Background: an optimization exercise with open tools, aiming at small area. Do not read the settings as production practice.
The RTL was checked by simulation tests, not by an equivalence proof against the original design.
Power figures rest on the tool's default switching activity, not on a simulated workload.

## flow/design.v (module list and top-level ports; edited modules follow where they fit)
// module back_ground_draw: 23 lines
// module ring_rom: 87 lines
// module player_object: 63 lines
// module player_rom: 940 lines
// module static_rom: 1540 lines
// module double_ball_object: 11 lines
// module db_rom: 388 lines
// module gate_object: 16 lines
// module gate_rom: 330 lines
// module ball_object: 18 lines
// module ball_mask_rom: 44 lines
// module ball_color_rom: 229 lines
// module hit: 31 lines
// module objects_mux: 19 lines
// module foosball_renderer: 92 lines
module foosball_renderer (
	input  logic        clk,
	input  logic        resetN,
	input  logic [10:0] pixel_x,         
	input  logic [10:0] pixel_y,         
	input  logic [10:0] p1_y,            
	input  logic [10:0] p2_y,            
	input  logic        p1_lie,          
	input  logic        p2_lie,          
	input  logic [10:0] ball1_x,
	input  logic [10:0] ball1_y,
	input  logic [10:0] ball2_x,
	input  logic [10:0] ball2_y,
	input  logic        double_ball_ena,
	input  logic        goal_ena,
	input  logic        game_over_ena,
	output logic [7:0]  vga_r,
	output logic [7:0]  vga_g,
	output logic [7:0]  vga_b,
	output logic        collision1,
	output logic        doubleball1,
	output logic        goal_left1,
	output logic        goal_right1,
	output logic        x_dir1,
	output logic        y_dir1,
	output logic        collision2,
	output logic        doubleball2,
	output logic        goal_left2,
	output logic        goal_right2,
	output logic        x_dir2,
	output logic        y_dir2
);
  // ...
==> flow/flow/run.sh <==
#!/bin/bash
# Own layout flow: the standard ORFS flow (standard.sh) with two changes
# in synthesis only:
#  - ABC maps the logic with flow/area.abc (area-oriented &nf mapping with
#    mfs2 resynthesis) instead of ORFS's abc_area.script;
#  - no full/half-adder extraction (ADDER_MAP_FILE empty), so adders are
#    mapped by ABC like the rest of the logic.
# Registers, their names and cell types come from the same Yosys steps as the
# standard synthesis. Everything after synthesis is the standard flow.
set -euo pipefail
W=$(pwd)

# ORFS synth.tcl, with the abc call pointed at our script
sed 's#log_cmd abc {\*}\$abc_args#log_cmd abc {*}[lreplace $abc_args 1 1 '"$W"'/flow/area.abc]#' \
	"$FLOW_HOME/scripts/synth.tcl" > "$W/own_synth.tcl"
grep -q "flow/area.abc" "$W/own_synth.tcl"

# The standard flow's synthesis wrapper, sourcing that synth.tcl
sed 's#source \$::env(SCRIPTS_DIR)/synth.tcl#source '"$W"'/own_synth.tcl#' synth_recipe.tcl > "$W/own_synth_recipe.tcl"
grep -q "own_synth.tcl" "$W/own_synth_recipe.tcl"

# standard.sh with that synthesis script, no adder extraction and the extra
# make variables in flow/make_vars (one NAME=VALUE per line)
EXTRA="ADDER_MAP_FILE="
if [[ -f flow/make_vars ]]; then EXTRA="$EXTRA $(grep -v '^#' flow/make_vars | tr '\n' ' ')"; fi
sed 's#SYNTH_SCRIPT=[^ ]*#SYNTH_SCRIPT='"$W"'/own_synth_recipe.tcl '"$EXTRA"'#' standard.sh > "$W/own_standard.sh"
grep -q "own_synth_recipe.tcl ADDER_MAP_FILE=" "$W/own_standard.sh"

# ORFS writes each step's log under orfs/logs/; make's own output goes here
bash "$W/own_standard.sh" > "$W/own_standard.log" 2>&1
==> flow/flow/area.abc <==
strash
&get -n
&deepsyn -T 300
&put
strash
&get -n
&dch -f
&nf -R 1000
&put
mfs2
strash
&get -n
&dch -f
&nf -R 1000
&put
mfs2
strash
&get -n
&dch -f
&nf -R 1000
&put
mfs2
strash
&get -n
&dch -f
&nf -R 1000
&put
mfs2
strash
&get -n
&deepsyn -T 300
&put
strash
&get -n
&dch -f
&nf -R 1000
&put
mfs2
strash
&get -n
&dch -f
&nf -R 1000
&put
mfs2
strash
&get -n
&deepsyn -T 300
&put
strash
&get -n
&dch -f
&nf -R 1000
&put
mfs2
strash
&get -n
&dch -f
&nf -R 1000
&put
mfs2
strash
&get -n
&dch -f
&nf -R 1000
&put
==> flow/standard.sh <==
#!/bin/bash
# synth_recipe.tcl (not shown) runs the flow's synth.tcl, then flattens the netlist and writes it again
# the make line also repeats each setting of config.mk as NAME=value (left out here)
make -C /OpenROAD-flow-scripts/flow DESIGN_CONFIG=/design/flow/config.mk WORK_HOME=/design/flow/orfs CLKGATE_MAP_FILE= SYNTH_SCRIPT=/design/flow/synth_recipe.tcl "${@:-finish}"
==> flow/config.mk <==
export PLATFORM = sky130hd
export DESIGN_NAME = foosball_renderer
export DESIGN_NICKNAME = foosball_renderer
export VERILOG_FILES = /design/flow/design.v
export SDC_FILE = /design/flow/constraint.sdc
export NUM_CORES = 8
export LEC_CHECK = 0
export ABC_AREA = 1
export CAP_MARGIN = 20
export CORE_MARGIN = 2
export CORE_UTILIZATION = 25
export CTS_BUF_LIST = sky130_fd_sc_hd__clkbuf_2 sky130_fd_sc_hd__clkbuf_4 sky130_fd_sc_hd__clkbuf_8
export CTS_CLUSTER_SIZE = 40
export PLACE_DENSITY = 0.35
export SLEW_MARGIN = 20
export SYNTH_MEMORY_MAX_BITS = 32768
==> flow/constraint.sdc <==
create_clock -name core_clock -period 20.0 [get_ports {clk}]
set_input_delay 4.0000 -clock core_clock [delete_from_list [all_inputs] [get_ports {clk}]]
set_output_delay 4.0000 -clock core_clock [all_outputs]
set_load 0.01 [all_outputs]
==> impl_results.md, run 1 <==
- Post-DRT Antenna Nets: 0
- Kind of critical path: in2reg
- Layout Skew: 7.24 ps
- Non-clk buf share: 11.8%
- Fillers: 9081
- Outcome: finished clean
- CP Data Arrival Time: 14250 ps
- Clock slew at reported path FFs: 80 ps
- Final Non-Filler Cells: 4880
- Main combinational cell family by area after synthesis: compound AO/OA/AOI/OAI gates
- Max stage delay on crit path: 550 ps
- Top cell category: multi-input gates
- Die area: 79700 um^2
- CP Depth: 38
- Mapped Cells: 3455
- Initial DRT Pass Iterations: 13
- Fraction of area in multi-input gates: 77.9%
- RSZ-0062 raised after global routing: no
- Fraction of area in registers: 3.50%
- Area after DPL: 23500 um^2
- Routed length on met3: 34.7 mm
- Post-CTS Setup Inserts: 0
- Initial drt markers: 7859
- Reg area: 836 um^2
- Clk. pwr: 0.0496 mW
- Signal buffers: 341
- Reg2reg setup slack: 17630 ps
- Synth area leaders: a21oi_1 13%, o21ai_0 12%, nand2_1 10%, nor2_1 10%, a31oi_1 5.1%
- P&R area growth vs syn: 23.4%
- Hold Buf Count CTS: 0
- Switching share of power: 72.0%
- Commonest non-fill, non-tap cells in the layout: 531 x nand2_1, 499 x nor2_1, 483 x a21oi_1, 464 x o21ai_0, 235 x buf_4
- #MultiIn Comb: 3376
- Critical path data required time: 20160 ps
- Hold WC Path Type: reg2reg
- Yosys top cell area share: 12.6%
- Final GP Congestion: 1.15
- CP endpoint: rgb_r[3]$_SDFF_PP1_
- Buf/Inv on CP: 8
- Clock sinks: 36
==> inputs of run 2 (changes only) <==
==> flow/flow/area.abc (replaced) <==
strash
&get -n
&deepsyn -T 300
&put
strash
&get -n
&dch -f
&nf -R 1000
&put
mfs2
strash
&get -n
&dch -f
&nf -R 1000
&put
mfs2
strash
&get -n
&dch -f
&nf -R 1000
&put
--- a/flow/config.mk
+++ b/flow/config.mk
@@ -10,7 +10,7 @@
 export CORE_MARGIN = 2
 export CORE_UTILIZATION = 25
 export CTS_BUF_LIST = sky130_fd_sc_hd__clkbuf_2 sky130_fd_sc_hd__clkbuf_4 sky130_fd_sc_hd__clkbuf_8
-export CTS_CLUSTER_SIZE = 40
+export GPL_TIMING_DRIVEN = 0
 export PLACE_DENSITY = 0.35
 export SLEW_MARGIN = 20
 export SYNTH_MEMORY_MAX_BITS = 32768
==> run 2 against run 1 <==
- die area rose by 4.2%
- area after synthesis increased by 4.2%
- combinational power barely moved
- core utilization rose by 0.37 points
- non-clock buffer count decreased by 120
- global-route usage fell by 2.9 points
- final cell count grew 0.37%
- flip-flop and latch count did not move
- cell area increased by 5.4%
- routed wire length shrank 1.1%
- sequential share of layout area fell by 0.18 points
- first-iteration DRC count fell by 6.1%
==> impl_results.md, run 2 <==
- Outcome: finished clean
- Max Slew Vio Count: 0
- Die area: 83100 um^2 (+4.2%)
- CTS tree: built
- First-pass GRT wire length: 296 mm
- HP Start: rgb_r[0]$_SDFF_PP1_
- Reg area: 836 um^2 (unchanged)
- Synth warnings: 4
- Final hold viol count: 0
- Tot GR Track Use: 51.2%
- Syn Std Cell Area: 20200 um^2
- Pre-CTS setup slack: 2480 ps
- Min-Delay Endpoint: u_mux.t[0]$_DFF_PN0_
- Cell seen most often among critical-path stages: nand2_1
- Critical path data required time: 20220 ps (+60 ps)
- Peak VDD IR: 0.0000415 V
- CP Data Arrival Time: 18660 ps (+4410 ps)
- Count leader, synth: nor2_1
- Hold Slack: 423 ps
- Commonest non-fill, non-tap cells in the layout: 520 x nand2_1, 518 x nor2_1, 484 x a21oi_1, 479 x o21ai_0, 153 x nor3_1
- Layout Skew: 9.24 ps (+2.00 ps)
- Clock sinks: 36 (unchanged)
- Final period utilization: 92.2%
- # DRC: 0
- Max stage delay on crit path: 970 ps (+420 ps)
- Tightest Pin Transition: 1350 ps
- Pleak: 8.21 nW
- Asr flop ratio synth: 63.9%
- Via/cell ratio: 7.70
- PwrDens: 82.5 nW/um^2
- Fmax: 54.3 MHz
- Fillers: 9232 (+1.7%)
- Hold WC Path Type: reg2reg
- Yosys top cell area share: 12.2% (-0.41 points)
- RSZ-0062 raised after global routing: no
- Post-synth EDFFs: 0
- Initial DRT Pass Iterations: 9 (-4)
- CP Capture Type: flop
- Max Buffers Root-to-Sink: 2
- Synth cell types: 67
- Drt total wl: 218 mm
- Synth area leaders: o21ai_0 12%, a21oi_1 12%, nor2_1 11%, nand2_1 10%, a31oi_1 4.3%
- Num ports: 131
- Kind of critical path: in2reg
- Nets@finish: 3909
- Post-CTS resize count: 0
- CORE AREA: 80300 um^2
- Clock latency on the worst-skew pair: 290 ps
- Minimum clock period: 18430 ps
- Reg2reg setup slack: 17870 ps (+240 ps)
- Post-DRT Antenna Nets: 0 (unchanged)
- Primary FF master, synth: dfrtp_1
- Initial antenna violation count: 36
- Hold Buf Count CTS: 0 (unchanged)
- Startpoint Class: input pin
- Vias in the first global route: 33800
- Share of the yosys chip area belonging to registers: 4.14%
- Die W: 288 um
- CTS root buffer: clkbuf_8
- Yosys reg bits: 36
- Most common cell after layout, fill and taps aside: nand2_1
- Initial Util: 25.2%
- Setup ws final: 1570 ps
- Avg Inst Size Synth: 5.63 um^2
- DR vias: 37700
- Routed wire length per instance: 44.6 um
- PortBufs: 101
- H-tree Lvls: 2
- Largest net degree at the start of global routing: 79
- Crit path max fanout: 46
- Regs by FF count: rgb_r: 8 flops, u_mux.t: 8 flops
- Clock slew at reported path FFs: 70 ps (about the same)
- CTS buffer count: 5
- Worst path slowest cell: and2_1
- Multi-input logic area: 19800 um^2
- Mapped Cells: 3587 (+3.8%)
- Reg-to-Reg Start: any_r$_DFF_PN0_
- Final GP Congestion: 1.12 (-2.7%)
- P&R area growth vs syn: 24.8%
- Yosys top cell by area: o21ai_0
- Layout cells sized above 1: 7.31%
- Critical R2R Capture: u_mux.t[6]$_DFF_PN0_
- Max_slew headroom: 9.16%
- # rows: 104
- Critical path's top delay family: simple AND/OR/NAND/NOR gates
- Die Y: 288 um
- Top cells by count, synth: 574 x nor2_1, 536 x nand2_1, 492 x o21ai_0, 491 x a21oi_1, 159 x nor3_1
- Buf/Inv on CP: 3 (-5)
- GRT overflow: 0
- Post-CTS Setup Inserts: 0 (unchanged)
- Worst hold path depth: 2
- Setup-failing EPs final: 0
- Initial drt markers: 7382 (-6.1%)
- R2R depth: 4
- Detail Placement HPWL: 156 mm
- Max Cap Viol: 0
[run 2: how the worst max path moves through the flow]
stage / depth (start not counted) / startpoint / end
floorplan: 33 / pixel_x[0] / rgb_r[3]$_SDFF_PP1_
global placement: 24 / pixel_x[0] / rgb_r[0]$_SDFF_PP1_
detailed placement: 35 / pixel_x[0] / rgb_r[6]$_SDFF_PP1_
CTS: 35 / pixel_x[0] / rgb_r[0]$_SDFF_PP1_
global route: 35 / pixel_x[0] / rgb_r[6]$_SDFF_PP1_
finish: 35 / pixel_x[0] / rgb_r[5]$_SDFF_PP1_
[run 2: per-layer routing]
layer / vias up / track usage [%] / routed length (um)
met5: - / 1.82 / 237
met4: 26 / 42.2 / 23700
met3: 1361 / 26.8 / 33300
met2: 4066 / 70.0 / 84400
met1: 17700 / 58.6 / 76700
li1: 14600 / - / -
[run 2: power breakdown]
group          switching [mW]  internal [mW]
clock network          0.0239         0.0271
logic                    1.45          0.496
registers             0.00170         0.0765
total                    1.48          0.600
[run 2: final cells by class]
type	count	share of cell area (%)
Tap cell	1060	5.26
Timing Repair Buffer	205	11.4
Clock inverter	1	0.0199
Inverter	29	0.467
Sequential cell	36	3.32
Clock buffer	7	0.333
Multi-Input combinational cell	3521	78.5
Antenna cell	23	0.228
Buffer	16	0.477
[run 2: kinds of logic after synthesis]
group / synth area share (%)
xor+xnor: 5.38
mux: 0.979
simple gates: 34.6
fa+ha+maj: 0.446
other cells: 0.0186
buf+inv: 1.13
flops: 4.14
compound gates: 53.3
[run 2: worst register-to-register path: stages, from the launching register on]
cell and delay (ps):
dfrtp_1 600, o21bai_1 430, o21bai_1 400, o31a_1 450, nand2_1 120
[run 2: metrics by stage]
step	cell area (um^2)	setup TNS [ps]	cells	util (%)	power, mW
after CTS	24900	0	4860	31.0	1.90
after global routing	25100	0	4880	31.3	2.09
after global placement	22600	-170650	4763	28.1	1.83
after detailed placement	24800	0	4852	30.9	1.85
after floorplan	20300	0	3602	-	1.00
final	25200	0	4898	31.4	2.08
==> inputs of run 3 (changes only) <==
--- a/flow/flow/run.sh
+++ b/flow/flow/run.sh
@@ -1,12 +1,14 @@
 #!/bin/bash
 # Own layout flow: the standard ORFS flow (standard.sh) with two changes
 # in synthesis only:
-#  - ABC maps the logic with flow/area.abc (area-oriented &nf mapping with
-#    mfs2 resynthesis) instead of ORFS's abc_area.script;
+#  - ABC maps the logic with flow/area.abc (&deepsyn restructuring, then
+#    area-oriented &nf mapping with mfs2 resynthesis, repeated) instead of
+#    ORFS's abc_area.script;
 #  - no full/half-adder extraction (ADDER_MAP_FILE empty), so adders are
 #    mapped by ABC like the rest of the logic.
 # Registers, their names and cell types come from the same Yosys steps as the
-# standard synthesis. Everything after synthesis is the standard flow.
+# standard synthesis. Everything after synthesis is the standard flow, with
+# the extra ORFS make variables listed in flow/make_vars, if any.
 set -euo pipefail
 W=$(pwd)
 
==> flow/flow/area.abc (replaced) <==
strash
&get -n
&deepsyn -T 300
&put
strash
&get -n
&dch -f
&nf -R 1000
&put
mfs2
strash
&get -n
&dch -f
&nf -R 1000
&put
mfs2
strash
&get -n
&dch -f
&nf -R 1000
&put
mfs2
strash
&get -n
&dch -f
&nf -R 1000
&put
mfs2
strash
&get -n
&deepsyn -T 300
&put
strash
&get -n
&dch -f
&nf -R 1000
&put
mfs2
strash
&get -n
&dch -f
&nf -R 1000
&put
mfs2
strash
&get -n
&deepsyn -T 300
&put
strash
&get -n
&dch -f
&nf -R 1000
&put
mfs2
strash
&get -n
&dch -f
&nf -R 1000
&put
mfs2
strash
&get -n
&deepsyn -T 300
&put
strash
&get -n
&dch -f
&nf -R 1000
&put
mfs2
strash
&get -n
&dch -f
&nf -R 1000
&put
mfs2
strash
&get -n
&deepsyn -T 300
&put
strash
&get -n
&dch -f
&nf -R 1000
&put
mfs2
strash
&get -n
&dch -f
&nf -R 1000
&put
mfs2
strash
&get -n
&dch -f
&nf -R 1000
&put
==> flow/flow/make_vars (new file) <==
'BUFFER_PORTS_ARGS=-buffer_cell sky130_fd_sc_hd__buf_1'
--- a/flow/config.mk
+++ b/flow/config.mk
@@ -10,7 +10,7 @@
 export CORE_MARGIN = 2
 export CORE_UTILIZATION = 25
 export CTS_BUF_LIST = sky130_fd_sc_hd__clkbuf_2 sky130_fd_sc_hd__clkbuf_4 sky130_fd_sc_hd__clkbuf_8
-export GPL_TIMING_DRIVEN = 0
+export CTS_CLUSTER_SIZE = 40
 export PLACE_DENSITY = 0.35
 export SLEW_MARGIN = 20
 export SYNTH_MEMORY_MAX_BITS = 32768
==> run 3 against run 2 <==
- largest cell class unchanged
- critical endpoint is now rgb_r[6]$_SDFF_PP1_
- core utilization decreased by 0.96 points
- combinational power fell by about 10%
- clock skew down 1.9 ps
- fmax rose by 22%
- first-iteration DRC count grew 8.2%
- total power fell by 9.1%
- area after synthesis down 5.0%
- clock-buffer cell count down 1
- global-route usage increased by 2.0 points
- die area is 5.0% lower
- worst setup slack better by 3400 ps
- clock power grew 26%
==> impl_results.md, run 3 <==
- Outcome: finished clean
- Reg2reg setup slack: 18030 ps (+160 ps)
- Setup-failing EPs final: 0 (unchanged)
- Commonest non-fill, non-tap cells in the layout: 523 x nand2_1, 517 x nor2_1, 479 x o21ai_0, 422 x a21oi_1, 240 x buf_4
- Peak VDD IR: 0.0000543 V (+31%)
- Final GP Congestion: 1.19 (+6.7%)
- Layout cells sized above 1: 8.19% (+0.88 points)
- CP Capture Type: flop
- Drt total wl: 216 mm (-1.3%)
- Die W: 281 um (-2.5%)
- Buf/Inv on CP: 6 (+3)
- Startpoint Class: input pin
- Tot GR Track Use: 53.2% (+2.0 points)
- Cell seen most often among critical-path stages: nor2_1
- CTS tree: built
- Initial antenna violation count: 28 (-22%)
- Final hold viol count: 0 (unchanged)
- # rows: 101 (-2.9%)
- Clock slew at reported path FFs: 70 ps (about the same)
- Num ports: 131 (unchanged)
- Mapped Cells: 3406 (-5.0%)
- CTS buffer count: 5 (unchanged)
- Clock latency on the worst-skew pair: 290 ps (about the same)
- Layout Skew: 7.30 ps (-1.94 ps)
- Post-synth EDFFs: 0 (unchanged)
- PwrDens: 81.8 nW/um^2 (-0.81%)
- Max Cap Viol: 0 (unchanged)
- Hold Buf Count CTS: 0 (unchanged)
- H-tree Lvls: 2 (unchanged)
- Yosys top cell by area: o21ai_0
- Asr flop ratio synth: 63.9% (unchanged)
- Post-DRT Antenna Nets: 0 (unchanged)
- HP Start: rgb_r[6]$_SDFF_PP1_
- Tightest Pin Transition: 1300 ps (-49.1 ps)
- Vias in the first global route: 33500 (-0.94%)
- Detail Placement HPWL: 153 mm (-2.0%)
- Reg-to-Reg Start: any_r$_DFF_PN0_
- Synth cell types: 65 (-3.0%)
- Clock sinks: 36 (unchanged)
- Hold Slack: 442 ps (+19.6 ps)
- DR vias: 36600 (-3.1%)
- Regs by FF count: rgb_r: 8 flops, u_mux.t: 8 flops
- Synth area leaders: o21ai_0 13%, a21oi_1 11%, nor2_1 10%, nand2_1 10%, a31oi_1 4.5%
- Minimum clock period: 15070 ps (-3360 ps)
- Max_slew headroom: 12.5% (+3.3 points)
- Kind of critical path: in2reg
- Synth warnings: 4 (unchanged)
- Fmax: 66.3 MHz (+22%)
- Critical R2R Capture: u_mux.t[7]$_DFF_PN0_
- Met1 usage: 58.7% (+0.16 points)
- Syn Std Cell Area: 19200 um^2 (-5.0%)
- Hold WC Path Type: reg2reg
- Yosys reg bits: 36 (unchanged)
- Max Buffers Root-to-Sink: 2 (unchanged)
- Share of the yosys chip area belonging to registers: 4.36% (+0.22 points)
- Crit path max fanout: 33 (-28%)
- Die area: 78900 um^2 (-5.0%)
- RSZ-0062 raised after global routing: no
- Nets@finish: 3855 (-1.4%)
- Initial drt markers: 7985 (+8.2%)
- Top cells by count, synth: 532 x nor2_1, 523 x nand2_1, 485 x o21ai_0, 428 x a21oi_1, 143 x nor3_1
- Final period utilization: 75.4% (-17 points)
- Count leader, synth: nor2_1
- Die Y: 281 um (-2.5%)
- Worst path slowest cell: nor2_1
- GRT overflow: 0 (unchanged)
- Power Total: 1.89 mW (-9.1%)
- Yosys top cell area share: 12.7% (+0.46 points)
- M2 GR Usage: 72.9% (+2.9 points)
- # DRC: 0 (unchanged)
- GRT busiest layer: met2
- Post-CTS resize count: 0 (unchanged)
- P&R area growth vs syn: 20.5%
- CORE AREA: 75900 um^2 (-5.4%)
- Avg Inst Size Synth: 5.63 um^2 (about the same)
- CTS root buffer: clkbuf_8
- Critical path's top delay family: simple AND/OR/NAND/NOR gates
- R2R depth: 4 (unchanged)
- PortBufs: 101 (unchanged)
- Post-CTS Setup Inserts: 0 (unchanged)
- CP Depth: 36 (+2.9%)
- Initial DRT Pass Iterations: 10 (+1)
- Pleak: 7.84 nW (-4.5%)
- Worst hold path depth: 1 (-1)
- Via/cell ratio: 7.59 (-1.5%)
- CP Data Arrival Time: 15220 ps (-3440 ps)
- TNS Setup: 0 ps (unchanged)
- Max stage delay on crit path: 890 ps (-80 ps)
- Routed wire length per instance: 44.8 um (+0.41%)
- Critical path data required time: 20140 ps (-80 ps)
- Largest net degree at the start of global routing: 59 (-25%)
- Min-Delay Endpoint: u_mux.t[6]$_DFF_PN0_
- Initial Util: 25.2% (+0.096 points)
- Most common cell after layout, fill and taps aside: nand2_1
- Met3 Usage GRT: 28.0% (+1.2 points)
- Primary FF master, synth: dfrtp_1
- Max Slew Vio Count: 0 (unchanged)
- First-pass GRT wire length: 291 mm (-1.7%)
==> run 3: cells by family (layout without fill, tap and decap cells) <==
group,count (synthesis),count (layout),share of synthesized area [%]
and+or+nand+nor,1576,1576,36.0
AOI/OAI and AO/OA,1575,1575,50.3
xor gates and xnor gates,130,130,6.01
buffers and inverters,52,392,1.33
DFF,36,36,4.36
adders and majority gates,21,21,1.10
muxes,15,15,0.809
other,1,42,0.0196
==> run 3: layout make-up <==
cell class	instances	area [um^2]
Fill cell	8933	52800
Sequential cell	36	836
Inverter	36	135
Antenna cell	26	65.1
Clock inverter	2	35.0
Timing Repair Buffer	348	2300
Multi-Input combinational cell	3333	18400
Tap cell	1030	1290
Clock buffer	6	76.3
==> run 3: metrics by stage <==
stage / util (%) / std cells / setup WS [ps] / cell area [um^2]
3_3_place_gp: 29.9 / 4774 / 5260 / 22700
3_5_place_dp: 29.9 / 4774 / 5170 / 22700
4_1_cts: 30.1 / 4782 / 5440 / 22900
5_1_grt: 30.3 / 4791 / 4520 / 23000
2_1_floorplan: - / 3421 / 7540 / 19200
6_report: 30.4 / 4817 / 4930 / 23100
==> run 3: how the worst max path moves through the flow <==
| stage | startpoint | endpoint | slack [ps] |
|---|---|---|---|
| after global placement | pixel_x[2] | rgb_r[5]$_SDFF_PP1_ | 5260 |
| after global routing | pixel_x[2] | rgb_r[6]$_SDFF_PP1_ | 4520 |
| after CTS | pixel_x[2] | rgb_r[5]$_SDFF_PP1_ | 5440 |
| after floorplan | pixel_x[2] | rgb_r[6]$_SDFF_PP1_ | 7540 |
| after detailed placement | pixel_x[2] | rgb_r[5]$_SDFF_PP1_ | 5170 |
| final | pixel_x[2] | rgb_r[6]$_SDFF_PP1_ | 4930 |
==> run 3: power by group <==
group          switching (mW)  internal (mW)
registers             0.00231         0.0769
logic                    1.32          0.429
clock network          0.0261         0.0384
==> run 3: layer usage <==
metal	vias up	part of all wire [%]
li1	14000	-
met1	17000	34
met2	4058	39
met3	1480	15
met4	10	12
met5	-	0.037
==> inputs of run 4 (changes only) <==
removed: flow/flow/make_vars
==> run 4 against run 3 <==
- combinational power about the same
- clock skew increased by 0.78 ps
- final cell count decreased by 0.56%
- worst hold slack improved by 9.2 ps
- flip-flop and latch count unchanged
- critical path depth increased by 6
- clock power decreased by 19%
- routed wire length decreased by 2.0%
- via count about the same
- sequential share of layout area decreased by 0.055 points
- highest routed layer unchanged
==> impl_results.md, run 4 <==
- Cell seen most often among critical-path stages: nor2_1
- Final hold viol count: 0 (unchanged)
- Kind of critical path: in2reg
- Max stage delay on crit path: 720 ps (-170 ps)
- Vias in the first global route: 33500 (+0.17%)
- Die W: 281 um (unchanged)
- Primary FF master, synth: dfrtp_1
- # DRC: 0 (unchanged)
- Startpoint Class: input pin
- Fillers: 8917 (-0.18%)
- Most common cell after layout, fill and taps aside: nand2_1
- HP Start: rgb_r[0]$_SDFF_PP1_
- Worst path slowest cell: a21oi_1
- Commonest non-fill, non-tap cells in the layout: 523 x nand2_1, 516 x nor2_1, 475 x o21ai_0, 423 x a21oi_1, 207 x buf_4
- Setup ws final: 5520 ps (+599 ps)
- Max_slew headroom: 14.2% (+1.7 points)
- CTS root buffer: clkbuf_8
- Post-synth EDFFs: 0 (unchanged)
- Initial Util: 25.2% (unchanged)
- P&R area growth vs syn: 22.3%
- Area after DPL: 23000 um^2 (+1.3%)
- Peak VDD IR: 0.0000505 V (-7.1%)
- Pleak: 7.93 nW (+1.1%)
- # rows: 101 (unchanged)
- PwrDens: 80.7 nW/um^2 (-1.4%)
- Pre-CTS setup slack: 5730 ps (+551 ps)
- Yosys top cell by area: o21ai_0
- Final GP Congestion: 1.24 (+4.2%)
- RSZ-0062 raised after global routing: no
- Fmax: 69.1 MHz (+4.1%)
- Nets@finish: 3826 (-0.75%)
- Crit path max fanout: 33 (unchanged)
- Tot GR Track Use: 52.6% (-0.62 points)
- Min-Delay Endpoint: u_mux.t[0]$_DFF_PN0_
- H-tree Lvls: 2 (unchanged)
- Initial drt markers: 8043 (+0.73%)
- Num ports: 131 (unchanged)
- First-pass GRT wire length: 289 mm (-0.89%)
- Power Total: 1.89 mW (+0.15%)
- Post-CTS Setup Inserts: 0 (unchanged)
- Yosys top cell area share: 12.7% (unchanged)
- Die area: 78900 um^2 (unchanged)
- Outcome: finished clean
- Clock sinks: 36 (unchanged)
- Critical path data required time: 20150 ps (about the same)
- Clock slew at reported path FFs: 80 ps (about the same)
- Layout cells sized above 1: 7.69% (-0.50 points)
- Final period utilization: 72.4% (-3.0 points)
- Max Buffers Root-to-Sink: 2 (unchanged)
- Post-DRT Antenna Nets: 0 (unchanged)
- Synth warnings: 4 (unchanged)
- TNS Setup: 0 ps (unchanged)
- Setup-failing EPs final: 0 (unchanged)
- Tightest Pin Transition: 1290 ps (-8.24 ps)
- Initial antenna violation count: 41 (+46%)
- CP Capture Type: flop
- Routed wire length per instance: 44.1 um (-1.5%)
- Yosys reg bits: 36 (unchanged)
- Worst hold path depth: 2 (+1)
- Hold Buf Count CTS: 0 (unchanged)
- Final Instance Area: 23500 um^2 (+1.5%)
- Mapped Cells: 3406 (unchanged)
- GRT overflow: 0 (unchanged)
- Top cells by count, synth: 532 x nor2_1, 523 x nand2_1, 485 x o21ai_0, 428 x a21oi_1, 143 x nor3_1
- Regs by FF count: rgb_r: 8 flops, u_mux.t: 8 flops
- Via/cell ratio: 7.63 (+0.57%)
- Share of the yosys chip area belonging to registers: 4.36% (unchanged)
- Hold Slack: 452 ps (+9.24 ps)
- R2R depth: 4 (unchanged)
- Hold WC Path Type: reg2reg
- DR vias: 36600 (+0.0082%)
- Drt total wl: 211 mm (-2.0%)
- Max Slew Vio Count: 0 (unchanged)
- Detail Placement HPWL: 145 mm (-4.8%)
- PortBufs: 101 (unchanged)
- CTS tree: built
- Count leader, synth: nor2_1
- Clock latency on the worst-skew pair: 280 ps (about the same)
- Die Y: 281 um (unchanged)
- Max Cap Viol: 0 (unchanged)
- Syn Std Cell Area: 19200 um^2 (unchanged)
- CTS buffer count: 5 (unchanged)
- Asr flop ratio synth: 63.9% (unchanged)
- Avg Inst Size Synth: 5.63 um^2 (unchanged)
- Reg2reg setup slack: 18060 ps (+30 ps)
- Minimum clock period: 14480 ps (-599 ps)
- Initial DRT Pass Iterations: 20 (+10)
- Reg-to-Reg Start: any_r$_DFF_PN0_
- Layout Skew: 8.08 ps (+0.778 ps)
- Synth cell types: 65 (unchanged)
- CORE AREA: 75900 um^2 (unchanged)
- Critical R2R Capture: u_mux.t[4]$_DFF_PN0_
- CP Data Arrival Time: 14630 ps (-590 ps)
- Post-CTS resize count: 0 (unchanged)
- Largest net degree at the start of global routing: 47 (-20%)
- Synth area leaders: o21ai_0 13%, a21oi_1 11%, nor2_1 10%, nand2_1 10%, a31oi_1 4.5%
==> run 4: cell types whose count changed in the layout (fill, tap and decap cells not counted), sizes merged <==
cell and delta:
buf -112, diode +2, clkinvlp +1, clkdlybuf4s50 +90
clkbuf -7, bufinv -1
==> run 4: how the worst max path moves through the flow <==
stage                           from                  end  slack, ps  cells past startpoint
final                     pixel_x[1]  rgb_r[5]$_SDFF_PP1_       5520                     42
after global routing      pixel_x[1]  rgb_r[5]$_SDFF_PP1_       4920                     40
after CTS                 pixel_x[1]  rgb_r[5]$_SDFF_PP1_       5980                     40
after detailed placement  pixel_x[1]  rgb_r[5]$_SDFF_PP1_       5730                     42
after global placement    pixel_x[1]  rgb_r[5]$_SDFF_PP1_       5660                     42
after floorplan           pixel_x[2]  rgb_r[6]$_SDFF_PP1_       7540                     33
==> run 4: worst max-delay path, delay by kind of cell <==
family                   cells  cell delay [ps]
adder cells (fa/ha/maj)      2              550
AND/OR/NAND/NOR             17             3090
AO/OA/AOI/OAI               14             3980
buffers and inverters        8             2280
XOR/XNOR                     1              670
==> run 4: stage by stage <==
stage / cells / utilization [%]
floorplan: 3421 / -
global placement: 4740 / 30.3
detailed placement: 4740 / 30.3
CTS: 4748 / 30.4
global route: 4770 / 30.8
finish: 4790 / 30.9
==> run 4: area by class of cell <==
cell class / instances / area (um^2) / area share (%)
Inverter: 36 / 135 / 0.576
Sequential cell: 36 / 836 / 3.56
Timing Repair Buffer: 319 / 2650 / 11.3
Multi-Input combinational cell: 3333 / 18400 / 78.4
Clock inverter: 2 / 11.3 / 0.0480
Clock buffer: 6 / 76.3 / 0.325
Tap cell: 1030 / 1290 / 5.49
Antenna cell: 28 / 70.1 / 0.299
==> run 4: layer usage <==
| metal | global-route usage, % | vias up | share of wire (%) |
|---|---|---|---|
| met5 | 7.00 | - | 0.27 |
| met4 | 42.8 | 28 | 11 |
| met3 | 35.7 | 1530 | 17 |
| met2 | 68.0 | 4128 | 37 |
| met1 | 57.8 | 16900 | 34 |
| li1 | - | 14000 | - |
==> run 4: logic make-up after synthesis <==
logic type	Yosys count	synth area share (%)
compound gates	1575	50.3
fa+ha+maj	21	1.10
buf+inv	52	1.33
mux	15	0.809
flops	36	4.36
simple gates	1576	36.0
xor+xnor	130	6.01
other cells	1	0.0196
==> run 4: power by group <==
group          leakage [nW]  internal (mW)  switching, mW  total (mW)
Sequential            0.416         0.0769        0.00255      0.0794
Clock                0.0424         0.0255         0.0269      0.0524
Combinational          7.47          0.438           1.32        1.76
Total                  7.93          0.540           1.35        1.89
==> inputs of run 5 (changes only) <==
--- a/flow/flow/run.sh
+++ b/flow/flow/run.sh
@@ -22,9 +22,10 @@
 grep -q "own_synth.tcl" "$W/own_synth_recipe.tcl"
 
 # standard.sh with that synthesis script, no adder extraction and the extra
-# make variables in flow/make_vars (one NAME=VALUE per line)
+# make variables in flow/make_vars (one NAME=VALUE per line, @W@ standing
+# for the work folder)
 EXTRA="ADDER_MAP_FILE="
-if [[ -f flow/make_vars ]]; then EXTRA="$EXTRA $(grep -v '^#' flow/make_vars | tr '\n' ' ')"; fi
+if [[ -f flow/make_vars ]]; then EXTRA="$EXTRA $(grep -v '^#' flow/make_vars | sed "s#@W@#$W#g" | tr '\n' ' ')"; fi
 sed 's#SYNTH_SCRIPT=[^ ]*#SYNTH_SCRIPT='"$W"'/own_synth_recipe.tcl '"$EXTRA"'#' standard.sh > "$W/own_standard.sh"
 grep -q "own_synth_recipe.tcl ADDER_MAP_FILE=" "$W/own_standard.sh"
 
--- a/flow/flow/area.abc
+++ b/flow/flow/area.abc
@@ -92,6 +92,38 @@
 mfs2
 strash
 &get -n
+&deepsyn -T 300
+&put
+strash
+&get -n
 &dch -f
 &nf -R 1000
 &put
+mfs2
+strash
+&get -n
+&dch -f
+&nf -R 1000
+&put
+mfs2
+strash
+&get -n
+&deepsyn -T 300
+&put
+strash
+&get -n
+&dch -f
+&nf -R 1000
+&put
+mfs2
+strash
+&get -n
+&dch -f
+&nf -R 1000
+&put
+mfs2
+strash
+&get -n
+&dch -f
+&nf -R 1000
+&put
==> flow/flow/make_vars (new file) <==
'BUFFER_PORTS_ARGS=-buffer_cell sky130_fd_sc_hd__buf_1'
==> run 5 against run 4 <==
- area after synthesis down 0.69%
- cell area fell by 3.7%
- register-to-register slack better by 190 ps
- synthesized cell count about the same
- fmax down 4.1%
- flip-flop and latch count did not move
- final cell count is 1.2% lower
- clock skew decreased by 2.1 ps
- worst hold slack got worse by 11 ps
- sequential share of layout area increased by 0.14 points
==> impl_results.md, run 5 <==
- Outcome: finished clean
- Initial Util: 25.2% (-0.091 points)
- Critical path data required time: 20160 ps (about the same)
- CP Capture Type: flop
- CTS tree: built
- Fillers: 8916 (-0.011%)
- Layout cells sized above 1: 7.44% (-0.25 points)
- Clock share of power: 2.6% (-0.2 points)
- Hold Buf Count CTS: 0 (unchanged)
- Initial DRT Pass Iterations: 11 (-45%)
- PwrDens: 94.8 nW/um^2 (+17%)
- Final period utilization: 75.5% (+3.1 points)
- Max Cap Viol: 0 (unchanged)
- Mapped Cells: 3408 (+0.059%)
- Avg Inst Size Synth: 5.59 um^2 (-0.75%)
- Clock sinks: 36 (unchanged)
- Setup-failing EPs final: 0 (unchanged)
- Post-CTS resize count: 0 (unchanged)
- Final GP Congestion: 1.19 (-4.7%)
- CTS root buffer: clkbuf_8
- Share of the yosys chip area belonging to registers: 4.39% (+0.030 points)
- Multi-input logic area: 18300 um^2 (-0.67%)
- # DRC: 0 (unchanged)
- Fmax: 66.3 MHz (-4.1%)
- CP Data Arrival Time: 15250 ps (+620 ps)
- Largest net degree at the start of global routing: 96 (+100%)
- Routed wire length per instance: 44.6 um (+1.2%)
- Die W: 280 um (-0.34%)
- Yosys top cell area share: 12.3% (-0.36 points)
- Hold WC Path Type: reg2reg
- First-pass GRT wire length: 287 mm (-0.49%)
- Syn Std Cell Area: 19000 um^2 (-0.69%)
- Buf/Inv on CP: 8 (unchanged)
- Cell seen most often among critical-path stages: nand2_1
- Post-DRT Antenna Nets: 0 (unchanged)
- CTS buffer count: 5 (unchanged)
- Via/cell ratio: 7.78 (+1.9%)
- Startpoint Class: input pin
- Kind of critical path: in2reg
- Max Slew Vio Count: 0 (unchanged)
- Initial antenna violation count: 29 (-29%)
- Tightest Pin Transition: 1340 ps (+54.8 ps)
- Reg area: 836 um^2 (unchanged)
- Peak VDD IR: 0.0000619 V (+23%)
- Max Buffers Root-to-Sink: 2 (unchanged)
- # rows: 101 (unchanged)
- Die Y: 280 um (-0.34%)
- Clock slew at reported path FFs: 70 ps (about the same)
- Minimum clock period: 15090 ps (+619 ps)
- Synth warnings: 4 (unchanged)
- GRT overflow: 0 (unchanged)
- Critical path's top delay family: simple AND/OR/NAND/NOR gates
- Final hold viol count: 0 (unchanged)
- Drt total wl: 211 mm (about the same)
- Layout Skew: 6.00 ps (-2.08 ps)
- Top cells by count, synth: 542 x nand2_1, 533 x nor2_1, 468 x o21ai_0, 442 x a21oi_1, 148 x a31oi_1
- Clock latency on the worst-skew pair: 280 ps (about the same)
- Yosys top cell by area: o21ai_0
- P_int: 0.580 mW (+7.3%)
- Asr flop ratio synth: 63.9% (unchanged)
- Power Total: 2.14 mW (+13%)
- Synth cell types: 63 (-3.1%)
- Post-synth EDFFs: 0 (unchanged)
- Detail Placement HPWL: 148 mm (+1.5%)
- TNS Setup: 0 ps (unchanged)
- PortBufs: 101 (unchanged)
- Num ports: 131 (unchanged)
- Die area: 78400 um^2 (-0.68%)
- Primary FF master, synth: dfrtp_1
- Tot GR Track Use: 52.3% (-0.33 points)
- Vias in the first global route: 33600 (+0.25%)
- Initial drt markers: 7243 (-9.9%)
- Max stage delay on crit path: 900 ps (+180 ps)
- Pleak: 7.64 nW (-3.7%)
- RSZ-0062 raised after global routing: no
- Sequential fraction of design power: 3.7% (-0.5 points)
- Synth area leaders: o21ai_0 12%, a21oi_1 12%, nand2_1 11%, nor2_1 11%, a31oi_1 4.9%
- Switching power: 1.56 mW (+15%)
- Yosys reg bits: 36 (unchanged)
- Count leader, synth: nand2_1
- Most common cell after layout, fill and taps aside: nand2_1
- P&R area growth vs syn: 18.7%
- Post-CTS Setup Inserts: 0 (unchanged)
- Crit path max fanout: 33 (unchanged)
- Max_slew headroom: 10.2% (-4.0 points)
- Combinational share of power: 93.7% (+0.7 points)
- DR vias: 36800 (+0.68%)
- Commonest non-fill, non-tap cells in the layout: 541 x nand2_1, 512 x nor2_1, 457 x o21ai_0, 439 x a21oi_1, 201 x buf_4
- Regs by FF count: rgb_r: 8 flops, u_mux.t: 8 flops
- H-tree Lvls: 2 (unchanged)
- Worst path slowest cell: xor2_1
- Switching share of power: 72.9% (+1.5 points)
- CORE AREA: 75700 um^2 (-0.33%)
- Nets@finish: 3817 (-0.24%)
## run 5: cell types whose count changed in the layout (fill, tap and decap cells not counted), moves of 16 or more
cell	before	now
a21oi_1	423	439
buf_1	0	91
clkdlybuf4s50_1	90	0
nand2_1	523	541
o21ai_0	475	457
o221ai_1	37	21
o22ai_1	61	81
## run 5: cell families after synthesis
family                     count (synthesis)  share of synthesized area [%]
AOI/OAI and AO/OA                       1583                           50.5
xor gates and xnor gates                 122                           5.61
adders and majority gates                 14                          0.736
buffers and inverters                     45                           1.20
DFF                                       36                           4.39
muxes                                     18                          0.999
other                                      1                         0.0197
and+or+nand+nor                         1589                           36.5
## run 5: power by group through the flow
stage | clock network (mW) | logic [mW] | registers, mW
global route | 0.0611 | 2.02 | 0.0804
floorplan | 0 | 0.930 | 0.0822
finish | 0.0549 | 2.01 | 0.0798
global placement | 0 | 1.83 | 0.0812
CTS | 0.0572 | 1.76 | 0.0798
detailed placement | 0 | 1.75 | 0.0813
## run 5: final cells by class
cell class / count / share of cell area (%)
Antenna cell: 32 / 0.354
Inverter: 29 / 0.482
Clock buffer: 7 / 0.399
Sequential cell: 36 / 3.70
Clock inverter: 1 / 0.0332
Timing Repair Buffer: 308 / 8.80
Tap cell: 978 / 5.41
Multi-Input combinational cell: 3342 / 80.8
## run 5: path summary, 6_finish.rpt
path | end | cells after the start | slack, ps | start
worst min-delay path | u_mux.t[2]$_DFF_PN0_ | 1 | 440 | rgb_r[2]$_SDFF_PP0_
worst max-delay path | rgb_r[2]$_SDFF_PP0_ | 45 | 4910 | pixel_x[0]
worst min register to register | u_mux.t[2]$_DFF_PN0_ | 1 | 440 | rgb_r[2]$_SDFF_PP0_
min in group asynchronous | hit2.x_dir$_DFFE_PN0N_ | 2 | 3690 | resetN
worst max register to register | hit2.collision$_DFFE_PN0P_ | 6 | 18250 | p1_r$_DFF_P_
max in group asynchronous | u_mux.t[0]$_DFF_PN0_ | 2 | 16050 | resetN
## run 5: stage by stage
| stage | std cells | utilization (%) | hold WS [ps] | instance area (um^2) | setup slack (ps) |
|---|---|---|---|---|---|
| finish | 4733 | 29.9 | 440 | 22600 | 4910 |
| global route | 4705 | 29.8 | 466 | 22500 | 4250 |
| CTS | 4695 | 29.6 | 444 | 22400 | 5370 |
| detailed placement | 4687 | 29.5 | 425 | 22300 | 5150 |
| global placement | 4687 | 29.4 | 421 | 22300 | 4990 |
| floorplan | 3423 | - | 410 | 19100 | 5210 |
## run 5: per-layer routing
layer	GRT usage, %	wire length [um]	vias up
li1	-	-	14000
met1	58.1	73300	17100
met2	70.2	81100	4160
met3	31.3	33500	1559
met4	42.6	22800	28
met5	3.94	376	-
==> inputs of run 6 (changes only) <==
--- a/flow/flow/area.abc
+++ b/flow/flow/area.abc
@@ -124,6 +124,54 @@
 mfs2
 strash
 &get -n
+&deepsyn -T 300
+&put
+strash
+&get -n
 &dch -f
 &nf -R 1000
 &put
+mfs2
+strash
+&get -n
+&dch -f
+&nf -R 1000
+&put
+mfs2
+strash
+&get -n
+&deepsyn -T 300
+&put
+strash
+&get -n
+&dch -f
+&nf -R 1000
+&put
+mfs2
+strash
+&get -n
+&dch -f
+&nf -R 1000
+&put
+mfs2
+strash
+&get -n
+&deepsyn -T 300
+&put
+strash
+&get -n
+&dch -f
+&nf -R 1000
+&put
+mfs2
+strash
+&get -n
+&dch -f
+&nf -R 1000
+&put
+mfs2
+strash
+&get -n
+&dch -f
+&nf -R 1000
+&put
==> run 6 against run 5 <==
- fmax decreased by 0.77%
- via count decreased by 0.60%
- total power decreased by 4.3%
==> impl_results.md, run 6 <==
- CORE AREA: 74400 um^2 (-1.7%)
- Max stage delay on crit path: 850 ps (-50 ps)
- Synth warnings: 4 (unchanged)
- Die W: 278 um (-0.64%)
- Setup-failing EPs final: 0 (unchanged)
- Yosys reg bits: 36 (unchanged)
- Largest net degree at the start of global routing: 84 (-13%)
- Max Slew Vio Count: 0 (unchanged)
- Outcome: finished clean
- P&R area growth vs syn: 19.6%
- Regs by FF count: rgb_r: 8 flops, u_mux.t: 8 flops
- Final GP Congestion: 1.16 (-2.3%)
- Final period utilization: 76.1% (+0.59 points)
- Clock sinks: 36 (unchanged)
- Clock share of power: 2.6% (about the same)
- Share of the yosys chip area belonging to registers: 4.45% (+0.057 points)
- CTS buffer count: 5 (unchanged)
- Critical path data required time: 20130 ps (-30 ps)
- Synth cell types: 63 (unchanged)
- Clock slew at reported path FFs: 60 ps (about the same)
- Sequential fraction of design power: 3.9% (+0.2 points)
- Most common cell after layout, fill and taps aside: nor2_1
- Drt total wl: 215 mm (+1.8%)
- Final Non-Filler Cells: 4731 (-0.042%)
- Post-CTS Setup Inserts: 0 (unchanged)
- TNS Setup: 0 ps (unchanged)
- Synth area leaders: a21oi_1 12%, o21ai_0 12%, nor2_1 11%, nand2_1 11%, a31oi_1 4.6%
- Count leader, synth: nor2_1
- Die Y: 278 um (-0.64%)
- RSZ-0062 raised after global routing: no
- Switching power: 1.49 mW (-4.6%)
- Mapped Cells: 3398 (-0.29%)
- CP Capture Type: flop
- Final Instance Area: 22500 um^2 (-0.51%)
- Post-CTS resize count: 0 (unchanged)
- Via/cell ratio: 7.73 (-0.56%)
- Combinational share of power: 93.5% (-0.2 points)
- Pre-CTS setup slack: 5130 ps (-28.5 ps)
- PwrDens: 91.2 nW/um^2 (-3.8%)
- Yosys top cell area share: 12.4% (+0.13 points)
- Placed Cells: 4684 (-0.064%)
- Commonest non-fill, non-tap cells in the layout: 546 x nor2_1, 539 x nand2_1, 463 x a21oi_1, 458 x o21ai_0, 216 x buf_4
- Nets@finish: 3824 (+0.18%)
- Post-synth EDFFs: 0 (unchanged)
- CP Data Arrival Time: 15340 ps (+90 ps)
- Max Buffers Root-to-Sink: 2 (unchanged)
- # rows: 100 (-0.99%)
- Reg2reg setup slack: 18300 ps (+50 ps)
- Avg Inst Size Synth: 5.53 um^2 (-1.0%)
- Routed wire length per instance: 45.4 um (+1.8%)
- Worst path slowest cell: xnor2_1
- Crit path max fanout: 29 (-12%)
- HP Start: rgb_r[6]$_SDFF_PP1_
- Kind of critical path: in2reg
- Detail Placement HPWL: 152 mm (+3.3%)
- GRT overflow: 0 (unchanged)
- Reg-to-Reg Start: p1_r$_DFF_P_
- PortBufs: 101 (unchanged)
- Clock latency on the worst-skew pair: 280 ps (about the same)
- Switching share of power: 72.7% (-0.27 points)
- # DRC: 0 (unchanged)
- Top cells by count, synth: 563 x nor2_1, 539 x nand2_1, 467 x a21oi_1, 464 x o21ai_0, 154 x nor3_1
- Initial antenna violation count: 46 (+59%)
- Die area: 77400 um^2 (-1.3%)
- Hold WC Path Type: reg2reg
- First-pass GRT wire length: 289 mm (+0.76%)
- H-tree Lvls: 2 (unchanged)
- Pleak: 7.63 nW (about the same)
- Area after DPL: 22100 um^2 (-0.71%)
- Layout cells sized above 1: 7.86% (+0.41 points)
- CTS root buffer: clkbuf_8
- Hold Buf Count CTS: 0 (unchanged)
- Num ports: 131 (unchanged)
- Syn Std Cell Area: 18800 um^2 (-1.3%)
- Tightest Pin Transition: 1450 ps (+105 ps)
- Yosys top cell by area: a21oi_1
- Setup ws final: 4790 ps (-117 ps)
- Max Cap Viol: 0 (unchanged)
- Final hold viol count: 0 (unchanged)
- Asr flop ratio synth: 63.9% (unchanged)
- Startpoint Class: input pin
- Initial drt markers: 7880 (+8.8%)
- Crit path from: pixel_x[2]
- Vias in the first global route: 33000 (-1.7%)
- P_int: 0.560 mW (-3.3%)
- Post-DRT Antenna Nets: 0 (unchanged)
- Tot GR Track Use: 53.7% (+1.4 points)
- DR vias: 36600 (-0.60%)
- Initial Util: 25.3% (+0.093 points)
- CTS tree: built
- Initial DRT Pass Iterations: 12 (+1)
- Peak VDD IR: 0.0000520 V (-16%)
- Primary FF master, synth: dfrtp_1
- Layout Skew: 5.71 ps (-0.296 ps)
- Minimum clock period: 15210 ps (+117 ps)
- Fmax: 65.7 MHz (-0.77%)
- Max_slew headroom: 2.60% (-7.6 points)
[run 6: cell types whose count changed after synthesis, sizes merged, moves of 12 or more]
cell / delta
nor2: +30
o211ai: -20
a32oi: -12
xnor2: +12
nor3: +12
nor2b: -12
a21oi: +25
[run 6: worst max-delay path, delay by kind of cell]
family                   cells  cell delay [ps]
XOR/XNOR                     3             1830
buffers and inverters        9             2310
multiplexers                 1              260
adder cells (fa/ha/maj)      1              420
AO/OA/AOI/OAI               11             3100
AND/OR/NAND/NOR             15             3340
[run 6: logic make-up after synthesis]
| family | count (synthesis) | share of synthesized area [%] |
|---|---|---|
| other cells | 1 | 0.0199 |
| mux | 7 | 0.379 |
| compound gates | 1569 | 50.5 |
| simple gates | 1593 | 36.6 |
| flops | 36 | 4.45 |
| fa+ha+maj | 18 | 0.958 |
| buf+inv | 50 | 1.32 |
| xor+xnor | 124 | 5.78 |
[run 6: worst paths after layout]
kind | end | cells past startpoint
min | u_mux.t[6]$_DFF_PN0_ | 2
min reg2reg | u_mux.t[6]$_DFF_PN0_ | 2
max reg2reg | hit2.doubleball$_DFFE_PN0P_ | 6
min in group asynchronous | u_mux.t[7]$_DFF_PN0_ | 2
max in group asynchronous | any_r$_DFF_PN0_ | 2
max | rgb_r[4]$_SDFF_PP1_ | 40
[run 6: stage by stage]
| stage | util, % | hold WS [ps] | power (mW) |
|---|---|---|---|
| detailed placement | 29.7 | 424 | 1.81 |
| global placement | 29.7 | 423 | 1.87 |
| floorplan | - | 398 | 0.980 |
| finish | 30.2 | 427 | 2.05 |
| global route | 30.1 | 453 | 2.05 |
| CTS | 29.9 | 433 | 1.86 |
[run 6: area by class of cell]
type	count	area, um^2
Sequential cell	36	836
Timing Repair Buffer	325	2130
Multi-Input combinational cell	3327	18000
Tap cell	969	1210
Inverter	34	128
Clock buffer	8	97.6
Antenna cell	32	80.1
Fill cell	8779	52000
[run 6: power groups by stage]
stage	clock network (mW)	registers [mW]	logic, mW
after floorplan	0	0.0821	0.898
after global placement	0	0.0809	1.79
after detailed placement	0	0.0810	1.72
after CTS	0.0553	0.0796	1.73
after global routing	0.0580	0.0802	1.91
final	0.0539	0.0796	1.92
[run 6: per-layer routing]
metal  global-route usage [%]  vias up  wire length [um]
met5                     4.00        -               556
met4                     47.1       40             25100
met3                     32.3     1552             34600
met2                     72.6     4171             82000
met1                     58.1    16900             72700
li1                         -    13900                 -
==> inputs of run 7 (changes only) <==
--- a/flow/flow/area.abc
+++ b/flow/flow/area.abc
@@ -172,6 +172,86 @@
 mfs2
 strash
 &get -n
-&dch -f
-&nf -R 1000
-&put
+&deepsyn -T 300
+&put
+strash
+&get -n
+&dch -f
+&nf -R 1000
+&put
+mfs2
+strash
+&get -n
+&dch -f
+&nf -R 1000
+&put
+mfs2
+strash
+&get -n
+&deepsyn -T 300
+&put
+strash
+&get -n
+&dch -f
+&nf -R 1000
+&put
+mfs2
+strash
+&get -n
+&dch -f
+&nf -R 1000
+&put
+mfs2
+strash
+&get -n
+&deepsyn -T 300
+&put
+strash
+&get -n
+&dch -f
+&nf -R 1000
+&put
+mfs2
+strash
+&get -n
+&dch -f
+&nf -R 1000
+&put
+mfs2
+strash
+&get -n
+&deepsyn -T 300
+&put
+strash
+&get -n
+&dch -f
+&nf -R 1000
+&put
+mfs2
+strash
+&get -n
+&dch -f
+&nf -R 1000
+&put
+mfs2
+strash
+&get -n
+&deepsyn -T 300
+&put
+strash
+&get -n
+&dch -f
+&nf -R 1000
+&put
+mfs2
+strash
+&get -n
+&dch -f
+&nf -R 1000
+&put
+mfs2
+strash
+&get -n
+&dch -f
+&nf -R 1000
+&put
==> run 7 against run 6 <==
- sequential share of layout area barely moved
- first-iteration DRC count fell by 8.9%
- area after synthesis increased by 0.27%
- fmax rose by 3.4%
- synthesized cell count down 0.59%
- non-clock buffer count is 4 lower
- critical endpoint is now rgb_r[3]$_SDFF_PP1_
- largest cell class unchanged
- largest power group unchanged
- highest routed layer unchanged
==> impl_results.md, run 7 <==
- CORE AREA: 74600 um^2 (+0.17%)
- GRT overflow: 0 (unchanged)
- Regs by FF count: rgb_r: 8 flops, u_mux.t: 8 flops
- Initial drt markers: 7176 (-8.9%)
- Tot GR Track Use: 52.6% (-1.1 points)
- Crit path max fanout: 31 (+6.9%)
- Pre-CTS setup slack: 5440 ps (+313 ps)
- Max Slew Vio Count: 0 (unchanged)
- CP Capture Type: flop
- Tightest Pin Transition: 1300 ps (-149 ps)
- Pleak: 7.62 nW (-0.21%)
- Share of the yosys chip area belonging to registers: 4.43% (-0.012 points)
- Synth area leaders: o21ai_0 12%, a21oi_1 12%, nor2_1 11%, nand2_1 10%, a31oi_1 4.4%
- HP Start: hit1.y_dir$_DFFE_PN0N_
- TNS Setup: 0 ps (unchanged)
- Clock sinks: 36 (unchanged)
- Final Instance Area: 22500 um^2 (about the same)
- Max_slew headroom: 12.6% (+10 points)
- Die W: 279 um (+0.13%)
- Initial DRT Pass Iterations: 10 (-2)
- Hold Slack: 484 ps (+56.9 ps)
- First-pass GRT wire length: 286 mm (-1.3%)
- Peak VDD IR: 0.0000575 V (+11%)
- Area after DPL: 22200 um^2 (about the same)
- Placed Cells: 4658 (-0.56%)
- Startpoint Class: input pin
- Clock latency on the worst-skew pair: 290 ps (about the same)
- Minimum clock period: 14710 ps (-498 ps)
- Hold Buf Count CTS: 0 (unchanged)
- Nets@finish: 3800 (-0.63%)
- Crit path from: pixel_x[0]
- Commonest non-fill, non-tap cells in the layout: 535 x nor2_1, 513 x nand2_1, 453 x o21ai_0, 443 x a21oi_1, 210 x buf_4
- Yosys top cell by area: o21ai_0
- CTS buffer count: 5 (unchanged)
- Final Non-Filler Cells: 4701 (-0.63%)
- Post-layout util: 30.1% (-0.052 points)
- Die Y: 279 um (+0.13%)
- Initial Util: 25.3% (about the same)
- Most common cell after layout, fill and taps aside: nor2_1
- Drt total wl: 212 mm (-1.4%)
- Worst path slowest cell: xnor2_1
- Asr flop ratio synth: 63.9% (unchanged)
- Setup-failing EPs final: 0 (unchanged)
- Power Total: 2.02 mW (-1.4%)
- Reg2reg setup slack: 18070 ps (-230 ps)
- Primary FF master, synth: dfrtp_1
- Clock slew at reported path FFs: 80 ps (+20 ps)
- Top cells by count, synth: 551 x nor2_1, 514 x nand2_1, 458 x o21ai_0, 447 x a21oi_1
- Post-CTS Setup Inserts: 0 (unchanged)
- Synth warnings: 4 (unchanged)
- Final GP Congestion: 1.16 (+0.20%)
- DR vias: 36000 (-1.5%)
- Max Cap Viol: 0 (unchanged)
- H-tree Lvls: 2 (unchanged)
- Die area: 77600 um^2 (+0.26%)
- RSZ-0062 raised after global routing: no
- R2R depth: 4 (-2)
- Num ports: 131 (unchanged)
- PwrDens: 90.0 nW/um^2 (-1.4%)
- Critical R2R Capture: u_mux.t[1]$_DFF_PN0_
- Via/cell ratio: 7.67 (-0.86%)
- Max Buffers Root-to-Sink: 2 (unchanged)
- CTS root buffer: clkbuf_8
- PortBufs: 101 (unchanged)
- Hold WC Path Type: reg2reg
- Layout cells sized above 1: 7.69% (-0.16 points)
- Syn Std Cell Area: 18800 um^2 (+0.27%)
- Detail Placement HPWL: 152 mm (-0.51%)
- Layout Skew: 10.3 ps (+4.60 ps)
- Largest net degree at the start of global routing: 87 (+3.6%)
- Final hold viol count: 0 (unchanged)
- Yosys top cell area share: 12.2% (-0.27 points)
- Max stage delay on crit path: 960 ps (+110 ps)
- Synth cell types: 68 (+7.9%)
- # rows: 100 (unchanged)
- Count leader, synth: nor2_1
- CTS tree: built
- Final period utilization: 73.6% (-2.5 points)
- Kind of critical path: in2reg
- # DRC: 0 (unchanged)
- Mapped Cells: 3378 (-0.59%)
- Reg-to-Reg Start: any_r$_DFF_PN0_
- Avg Inst Size Synth: 5.58 um^2 (+0.86%)
- Post-DRT Antenna Nets: 0 (unchanged)
- Worst hold path depth: 1 (-1)
- CP Data Arrival Time: 14890 ps (-450 ps)
- Outcome: finished clean
- Yosys reg bits: 36 (unchanged)
- P&R area growth vs syn: 19.3%
- Critical path data required time: 20170 ps (+40 ps)
- Routed wire length per instance: 45.1 um (-0.77%)
- Post-CTS resize count: 0 (unchanged)
- Setup ws final: 5290 ps (+498 ps)
- Vias in the first global route: 32900 (-0.34%)
- Initial antenna violation count: 25 (-46%)
- Fmax: 68.0 MHz (+3.4%)
- Min-Delay Endpoint: hit1.y_dir$_DFFE_PN0N_
- Post-synth EDFFs: 0 (unchanged)
-- run 7: how the worst max path moves through the flow --
stage,end,slack (ps)
after global placement,rgb_r[3]$_SDFF_PP1_,5490
after CTS,rgb_r[3]$_SDFF_PP1_,5700
final,rgb_r[3]$_SDFF_PP1_,5290
after global routing,rgb_r[0]$_SDFF_PP1_,4830
after floorplan,rgb_r[6]$_SDFF_PP1_,7280
after detailed placement,rgb_r[3]$_SDFF_PP1_,5440
-- run 7: final cells by class --
class	count	area, um^2
Fill cell	8776	52100
Multi-Input combinational cell	3308	18000
Timing Repair Buffer	321	2110
Tap cell	969	1210
Sequential cell	36	836
Inverter	33	124
Clock buffer	8	104
Antenna cell	26	65.1
-- run 7: worst max-delay path: cells and delay by family --
kind / cells / cell delay, ps
AO/OA/AOI/OAI: 13 / 2430
XOR/XNOR: 3 / 1910
buffers and inverters: 8 / 2140
multiplexers: 1 / 210
AND/OR/NAND/NOR: 17 / 4160
-- run 7: cells by family after synthesis --
logic type	after synthesis	share of synthesized area, %
compound gates	1550	50.0
xor+xnor	134	6.23
fa+ha+maj	16	0.850
buf+inv	49	1.29
flops	36	4.43
mux	9	0.498
other cells	1	0.0199
simple gates	1583	36.7
-- run 7: power by group --
part	leakage, nW	internal [mW]	switching [mW]
combinational	7.14	0.448	1.43
clock	0.0551	0.0328	0.0267
sequential	0.416	0.0776	0.00183
-- run 7: per-layer routing --
layer  vias up  track usage, %  share of wire, %
li1      13800               -                 -
met1     16800            60.0                35
met2      3987            72.3                38
met3      1431            26.5                15
met4        24            44.3                12
met5         -           0.938              0.13
==> inputs of run 8 (changes only) <==
==> flow/flow/area.abc (replaced) <==
strash
&get -n
&deepsyn -T 300
&put
strash
&get -n
&dch -f
&nf -R 1000
&put
mfs2
strash
&get -n
&dch -f
&nf -R 1000
&put
mfs2
strash
&get -n
&dch -f
&nf -R 1000
&put
mfs2
strash
&get -n
&dch -f
&nf -R 1000
&put
mfs2
strash
&get -n
&deepsyn -T 300
&put
strash
&get -n
&dch -f
&nf -R 1000
&put
mfs2
strash
&get -n
&dch -f
&nf -R 1000
&put
mfs2
strash
&get -n
&deepsyn -T 300
&put
strash
&get -n
&dch -f
&nf -R 1000
&put
mfs2
strash
&get -n
&dch -f
&nf -R 1000
&put
mfs2
strash
&get -n
&deepsyn -T 300
&put
strash
&get -n
&dch -f
&nf -R 1000
&put
mfs2
strash
&get -n
&dch -f
&nf -R 1000
&put
mfs2
strash
&get -n
&deepsyn -T 300
&put
strash
&get -n
&dch -f
&nf -R 1000
&put
mfs2
strash
&get -n
&dch -f
&nf -R 1000
&put
mfs2
strash
&get -n
&deepsyn -T 300
&put
strash
&get -n
&dch -f
&nf -R 1000
&put
mfs2
strash
&get -n
&dch -f
&nf -R 1000
&put
mfs2
strash
&get -n
&deepsyn -T 300
&put
strash
&get -n
&dch -f
&nf -R 1000
&put
mfs2
strash
&get -n
&dch -f
&nf -R 1000
&put
mfs2
strash
&get -n
&dch -f
&nf -R 1000
&put
removed: flow/flow/make_vars
==> run 8 against run 7 <==
- routed wire length about the same
- sequential power increased by 0.5%
- core utilization increased by 0.55 points
- still clean on timing, DRC and antenna
- combinational power increased by 7%
- area after synthesis increased by 1.0%
- largest cell class unchanged
- synthesized cell count increased by 0.89%
- largest power group unchanged
- worst hold slack got worse by 41 ps
- worst setup slack improved by 310 ps
- clock skew about the same
==> impl_results.md, run 8 <==
- Outcome: finished clean
- Kind of critical path: in2reg
- H-tree Lvls: 2 (unchanged)
- Post-layout util: 30.7% (+0.55 points)
- Layout Skew: 9.82 ps (-0.486 ps)
- Tightest Pin Transition: 1320 ps (+21.9 ps)
- Num ports: 131 (unchanged)
- Tot GR Track Use: 52.4% (-0.23 points)
- CP Capture Type: flop
- # rows: 101 (+1.0%)
- Fillers: 8787 (+0.13%)
- Nets@finish: 3837 (+0.97%)
- Largest net degree at the start of global routing: 80 (-8.0%)
- Pleak: 7.96 nW (+4.6%)
- Final GP Congestion: 1.17 (+1.1%)
- CORE AREA: 75700 um^2 (+1.5%)
- CTS buffer count: 5 (unchanged)
- Worst path slowest cell: xor2_1
- Final hold viol count: 0 (unchanged)
- Max stage delay on crit path: 750 ps (-210 ps)
- Final period utilization: 72.0% (-1.5 points)
- Peak VDD IR: 0.0000531 V (-7.6%)
- GRT overflow: 0 (unchanged)
- # DRC: 0 (unchanged)
- Most common cell after layout, fill and taps aside: nand2_1
- Routed wire length per instance: 44.8 um (-0.71%)
- Yosys top cell by area: o21ai_0
- Max Buffers Root-to-Sink: 2 (unchanged)
- Clock sinks: 36 (unchanged)
- Top cells by count, synth: 542 x nand2_1, 533 x nor2_1, 468 x o21ai_0, 442 x a21oi_1, 148 x a31oi_1
- RSZ-0062 raised after global routing: no
- First-pass GRT wire length: 289 mm (+0.99%)
- Post-DRT Antenna Nets: 0 (unchanged)
- Minimum clock period: 14410 ps (-309 ps)
- Via/cell ratio: 7.72 (+0.68%)
- Post-synth EDFFs: 0 (unchanged)
- CTS tree: built
- Yosys reg bits: 36 (unchanged)
- Die area: 78400 um^2 (+1.0%)
- Die W: 280 um (+0.51%)
- Avg Inst Size Synth: 5.59 um^2 (+0.15%)
- Setup-failing EPs final: 0 (unchanged)
- Max Cap Viol: 0 (unchanged)
- Yosys top cell area share: 12.3% (+0.14 points)
- P&R area growth vs syn: 22.0%
- Share of the yosys chip area belonging to registers: 4.39% (-0.045 points)
- Vias in the first global route: 33500 (+1.9%)
- Commonest non-fill, non-tap cells in the layout: 541 x nand2_1, 510 x nor2_1, 461 x o21ai_0, 438 x a21oi_1, 225 x buf_4
- Initial DRT Pass Iterations: 14 (+4)
- Startpoint Class: input pin
- PwrDens: 92.8 nW/um^2 (+3.1%)
- PortBufs: 101 (unchanged)
- Layout cells sized above 1: 7.77% (+0.084 points)
- Clock slew at reported path FFs: 80 ps (about the same)
- Critical path data required time: 20170 ps (about the same)
- DR vias: 36600 (+1.5%)
- Crit path max fanout: 33 (+6.5%)
- Synth cell types: 63 (-7.4%)
- Post-CTS resize count: 0 (unchanged)
- Die Y: 280 um (+0.51%)
- Max Slew Vio Count: 0 (unchanged)
- CTS root buffer: clkbuf_8
- Drt total wl: 212 mm (about the same)
- Initial drt markers: 7500 (+4.5%)
- Post-CTS Setup Inserts: 0 (unchanged)
- Cell seen most often among critical-path stages: nand2_1
- Synth area leaders: o21ai_0 12%, a21oi_1 12%, nand2_1 11%, nor2_1 11%, a31oi_1 4.9%
- Regs by FF count: rgb_r: 8 flops, u_mux.t: 8 flops
- Mapped Cells: 3408 (+0.89%)
- Detail Placement HPWL: 148 mm (-2.7%)
- Hold Buf Count CTS: 0 (unchanged)
- Hold WC Path Type: reg2reg
- Primary FF master, synth: dfrtp_1
- CP Data Arrival Time: 14570 ps (-320 ps)
- Count leader, synth: nand2_1
- Initial Util: 25.2% (-0.12 points)
- Synth warnings: 4 (unchanged)
- Fmax: 69.4 MHz (+2.1%)
- Asr flop ratio synth: 63.9% (unchanged)
- Syn Std Cell Area: 19000 um^2 (+1.0%)
- Clock latency on the worst-skew pair: 290 ps (about the same)
- Max_slew headroom: 10.8% (-1.8 points)
- TNS Setup: 0 ps (unchanged)
- Initial antenna violation count: 26 (+4.0%)
==> run 8: per-stage QoR <==
step / cell area (um^2) / hold WS (ps) / power [mW] / worst slack, ps / std cells
6_report: 23200 / 442 / 2.16 / 5590 / 4738
5_1_grt: 23200 / 456 / 2.16 / 5020 / 4724
4_1_cts: 23100 / 442 / 1.92 / 5960 / 4717
3_5_place_dp: 23000 / 420 / 1.86 / 5680 / 4709
3_3_place_gp: 23000 / 419 / 1.93 / 5710 / 4709
2_1_floorplan: 19100 / 410 / 1.01 / 5210 / 3423
==> run 8: layout make-up <==
type | instances | area (um^2) | share of cell area, %
well taps | 978 | 1220 | 5.27
multi-input cells | 3342 | 18200 | 78.5
clock buffers | 7 | 90.1 | 0.388
flip-flops and latches | 36 | 836 | 3.60
repair buffers | 328 | 2700 | 11.6
inverters | 29 | 109 | 0.469
diodes | 17 | 42.5 | 0.183
clock inverters | 1 | 7.51 | 0.0323
==> run 8: final timing paths <==
path | startpoint | end | slack (ps) | cells after the start
setup reg to reg | any_r$_DFF_PN0_ | u_mux.t[4]$_DFF_PN0_ | 18170 | 4
max in group asynchronous | resetN | b1_r$_DFF_PN0_ | 15940 | 1
setup / recovery | pixel_x[0] | rgb_r[2]$_SDFF_PP0_ | 5590 | 45
hold reg to reg | rgb_r[6]$_SDFF_PP1_ | u_mux.t[6]$_DFF_PN0_ | 440 | 1
hold / removal | rgb_r[6]$_SDFF_PP1_ | u_mux.t[6]$_DFF_PN0_ | 440 | 1
min in group asynchronous | resetN | hit2.y_dir$_DFFE_PN0N_ | 3690 | 1
==> run 8: cell families (layout without fill, tap and decap cells) <==
family / Yosys count / after routing / synth area share (%)
AOI/OAI and AO/OA: 1583 / 1583 / 50.5
and+or+nand+nor: 1589 / 1589 / 36.5
muxes: 18 / 18 / 0.999
other: 1 / 33 / 0.0197
adders and majority gates: 14 / 14 / 0.736
xor gates and xnor gates: 122 / 122 / 5.61
DFF: 36 / 36 / 4.39
buffers and inverters: 45 / 365 / 1.20
==> run 8: power breakdown <==
part	switching (mW)	internal, mW
sequential	0.00217	0.0776
clock	0.0272	0.0294
combinational	1.54	0.481
==> run 8: layer usage <==
| metal | global-route usage [%] | share of wire (%) | vias up |
|---|---|---|---|
| met5 | 6.38 | 0.27 | - |
| met4 | 43.5 | 12 | 28 |
| met3 | 31.0 | 16 | 1612 |
| met2 | 69.9 | 37 | 4230 |
| met1 | 58.3 | 34 | 16700 |
| li1 | - | - | 14000 |
==> run 8: critical path, delay by kind of cell <==
kind                   cells  cell delay [ps]
multiplexers               1              240
buffers and inverters      8             2450
AO/OA/AOI/OAI             12             2740
AND/OR/NAND/NOR           20             3440
XOR/XNOR                   4             1660

Re-timed with assumed drivers on the ports (clkbuf_16 on the clock, buf_2 on other inputs), run 8 has 5.596 ns of setup slack against 5.595 ns with ideal ports, and 5.284 ns once port delays also move by the mid clock arrival of 0.312 ns.
